What follows belongs to an exercise in optimizing a design on an open flow for small area; a production flow would make more cautious choices.
Where RTL was checked, it was by simulation tests only, not by an equivalence proof against the original.
Power and IR drop assume default switching activity.

==> inputs of v27 <==
==> flow/design.v <==
module cache(
    input clk,
    input reset,
    input i_fetch_valid,
    input i_rfread_valid,
    input [5:0] i_current_pc,
    input i_is_br_instr_rfread,
    input [5:0] i_target_pc,
    output logic [5:0] o_prediction_pc,
	output logic o_prediction_fastcall,
	output logic fastz_d,
	output logic fastz_dd,
	input [15:0] i_ir_rfread
);
	logic [5:0] e_pc  [0:5];
	logic [5:0] e_tgt [0:5];
	logic [5:0] e_call;
	logic [5:0] e_z;
	logic [5:0] v;
	logic [5:0] pc1, pc2, pc3, pc_ex;
	logic br_ex;
	wire f = i_ir_rfread[4];
	wire [3:0] op = i_ir_rfread[3:0];
	wire use_pc3 = f & ((op == 4'b1000) | (op == 4'b1001) | (op == 4'b1100));
	wire rec_call = f & (op == 4'b1100);
	wire rec_z = f & (op == 4'b1001);
	wire [5:0] rec_pc = use_pc3 ? pc3 : pc_ex;
	wire rec = i_rfread_valid & br_ex;
	always_ff @(posedge clk) begin
		if (reset) begin
			pc1 <= 6'd0;
			pc2 <= 6'd0;
			pc_ex <= 6'd0;
			br_ex <= 1'b0;
		end else begin
			pc1 <= i_current_pc;
			pc2 <= pc1;
			if (i_fetch_valid) begin
				pc_ex <= pc1;
				br_ex <= i_is_br_instr_rfread;
			end
		end
	end
	always_ff @(posedge clk)
		pc3 <= pc2;
	wire [5:0] we = {6{rec}} & v ^ {6{rec}} & {v[4:0], 1'b1};
	always_ff @(posedge clk) begin
		if (reset) v <= 6'd0;
		else if (rec) v <= {v[4:0], 1'b1};
	end
	genvar i;
	generate
		for (i = 0; i < 6; i = i + 1) begin : g_ent
			always_ff @(posedge clk) begin
				if (we[i]) begin
					e_pc[i] <= rec_pc;
					e_tgt[i] <= i_target_pc;
					e_call[i] <= rec_call;
					e_z[i] <= rec_z;
				end
			end
		end
	endgenerate
	logic fz;
	always_comb begin
		o_prediction_pc = i_current_pc + 6'd1;
		o_prediction_fastcall = 1'b0;
		fz = 1'b0;
		for (int k = 5; k >= 0; k = k - 1) begin
			if (v[k] && e_pc[k] == i_current_pc) begin
				o_prediction_pc = e_tgt[k];
				o_prediction_fastcall = e_call[k];
				fz = e_z[k];
			end
		end
	end
	always_ff @(posedge clk) begin
		if (reset) begin
			fastz_d <= 1'b0;
			fastz_dd <= 1'b0;
		end else begin
			fastz_d <= fz;
			fastz_dd <= fastz_d;
		end
	end
endmodule
==> flow/flow/run.sh <==
#!/bin/bash
# Standard ORFS layout with extra make variables, one per line in flow/args.txt.
mapfile -t ARGS < flow/args.txt
bash standard.sh "${ARGS[@]}" finish > standard.log 2>&1
==> flow/flow/args.txt <==
CTS_ARGS=-repair_clock_nets -dont_use_dummy_load -buf_list sky130_fd_sc_hd__clkbuf_16
BUFFER_PORTS_ARGS=-buffer_cell sky130_fd_sc_hd__buf_1
==> flow/standard.sh <==
#!/bin/bash
# synth_recipe.tcl (not shown) runs the flow's synth.tcl, then flattens the netlist and writes it again
# the make line also repeats each setting of config.mk as NAME=value (left out here)
make -C /OpenROAD-flow-scripts/flow DESIGN_CONFIG=/design/flow/config.mk WORK_HOME=/design/flow/orfs CLKGATE_MAP_FILE= SYNTH_SCRIPT=/design/flow/synth_recipe.tcl "${@:-finish}"
==> flow/config.mk <==
export PLATFORM = sky130hd
export DESIGN_NAME = cache
export DESIGN_NICKNAME = cache
export VERILOG_FILES = /design/flow/design.v
export SDC_FILE = /design/flow/constraint.sdc
export NUM_CORES = 4
export LEC_CHECK = 0
export CAP_MARGIN = 20
export CORE_MARGIN = 2
export CORE_UTILIZATION = 40
export SLEW_MARGIN = 20
==> flow/constraint.sdc <==
create_clock -name core_clock -period 7.0 [get_ports {clk}]
set_input_delay 1.4000 -clock core_clock [delete_from_list [all_inputs] [get_ports {clk}]]
set_output_delay 1.4000 -clock core_clock [all_outputs]
set_load 0.01 [all_outputs]
==> v24 (differences from v27) <==
--- a/flow/design.v
+++ b/flow/design.v
@@ -14,6 +14,3 @@
 );
-	logic [5:0] e_pc  [0:5];
-	logic [5:0] e_tgt [0:5];
-	logic [5:0] e_call;
-	logic [5:0] e_z;
+	logic [13:0] ent [0:5];
 	logic [5:0] v;
@@ -27,2 +24,3 @@
 	wire [5:0] rec_pc = use_pc3 ? pc3 : pc_ex;
+	wire [13:0] rec_data = {rec_z, rec_call, i_target_pc, rec_pc};
 	wire rec = i_rfread_valid & br_ex;
@@ -32,3 +30,2 @@
 			pc2 <= 6'd0;
-			pc_ex <= 6'd0;
 			br_ex <= 1'b0;
@@ -37,11 +34,11 @@
 			pc2 <= pc1;
-			if (i_fetch_valid) begin
-				pc_ex <= pc1;
+			if (i_fetch_valid)
 				br_ex <= i_is_br_instr_rfread;
-			end
 		end
 	end
-	always_ff @(posedge clk)
+	always_ff @(posedge clk) begin
 		pc3 <= pc2;
-	wire [5:0] we = {6{rec}} & v ^ {6{rec}} & {v[4:0], 1'b1};
+		if (i_fetch_valid)
+			pc_ex <= pc1;
+	end
 	always_ff @(posedge clk) begin
@@ -53,10 +50,5 @@
 		for (i = 0; i < 6; i = i + 1) begin : g_ent
-			always_ff @(posedge clk) begin
-				if (we[i]) begin
-					e_pc[i] <= rec_pc;
-					e_tgt[i] <= i_target_pc;
-					e_call[i] <= rec_call;
-					e_z[i] <= rec_z;
-				end
-			end
+			always_ff @(posedge clk)
+				if (!v[i])
+					ent[i] <= rec_data;
 		end
@@ -69,6 +61,6 @@
 		for (int k = 5; k >= 0; k = k - 1) begin
-			if (v[k] && e_pc[k] == i_current_pc) begin
-				o_prediction_pc = e_tgt[k];
-				o_prediction_fastcall = e_call[k];
-				fz = e_z[k];
+			if (v[k] && ent[k][5:0] == i_current_pc) begin
+				o_prediction_pc = ent[k][11:6];
+				o_prediction_fastcall = ent[k][12];
+				fz = ent[k][13];
 			end
==> flow/flow/args.txt (replaced) <==
CTS_ARGS=-sink_clustering_enable -repair_clock_nets -dont_use_dummy_load -buf_list sky130_fd_sc_hd__clkbuf_4
BUFFER_PORTS_ARGS=-buffer_cell sky130_fd_sc_hd__buf_1
==> comparison table <==
Outcome: v27 no timing/DRC/antenna violations; v24 no timing/DRC/antenna violations
TAP cells: v27 143; v24 140
Multiplexer share of the synthesized area: v27 3.82%; v24 2.39%
Area of the multi-input gates: v27 0.00139 mm^2; v24 0.00119 mm^2
Slew @ Worst Pin: v27 1.04 ns; v24 1.21 ns
Core region area: v27 0.0114 mm^2; v24 0.0110 mm^2
Relative contribution of combinational cells to total power: v27 4.0%; v24 5.7%
Maximum clock frequency: v27 186 MHz; v24 182 MHz
Area growth from synthesis to final layout: v27 14.0%; v24 7.42%
Cell internal pwr: v27 1.19 mW; v24 0.921 mW
Hold slack: v27 0.319 ns; v24 0.304 ns
Met2 Use GR: v27 27.1%; v24 25.6%
Number of multi-input logic gates: v27 203; v24 163
Power Dens Cells: v27 276 mW/mm^2; v24 239 mW/mm^2
Final critical-path share of the clock period: v27 76.8%; v24 78.5%
Worst Setup Slack post-DPL: v27 1.64 ns; v24 1.54 ns
Xor and xnor fraction of the mapped netlist area: v27 8.58%; v24 7.69%
Number of warning messages in the yosys log: v27 3; v24 2
Function not checked in v24: the RTL went through the layout flow alone.

## what the ideal ports hide
How much do the figures lean on ideal ports? The routed layouts below were timed once more, with nothing changed but the port constraints.
Step 1: set_driving_cell puts a clkbuf_16 on clk and a buf_2 on each other input, an assumption about the parent block.
Step 2, shift: input delay + t, output delay - t, t = (earliest + latest rising clock arrival at the registers) / 2. This alone moves slack from input paths to output paths.
a / b / c = ideal ports / drivers / drivers and shift; a / b = the first two.
| run | t (ns) | slack for setup (ns) | worst register clock-pin slew, ns |
|---|---|---|---|
| v27 | 0.428 | 1.625 / 1.601 / 1.601 | 0.05 / 0.05 |
| v24 | 0.485 | 1.506 / 1.481 / 1.481 | 0.12 / 0.12 |
After both steps every run listed still meets setup and hold. The setup slack of v24, which loses most, moves by -0.025 ns with the drivers and by -0.025 ns with both steps.
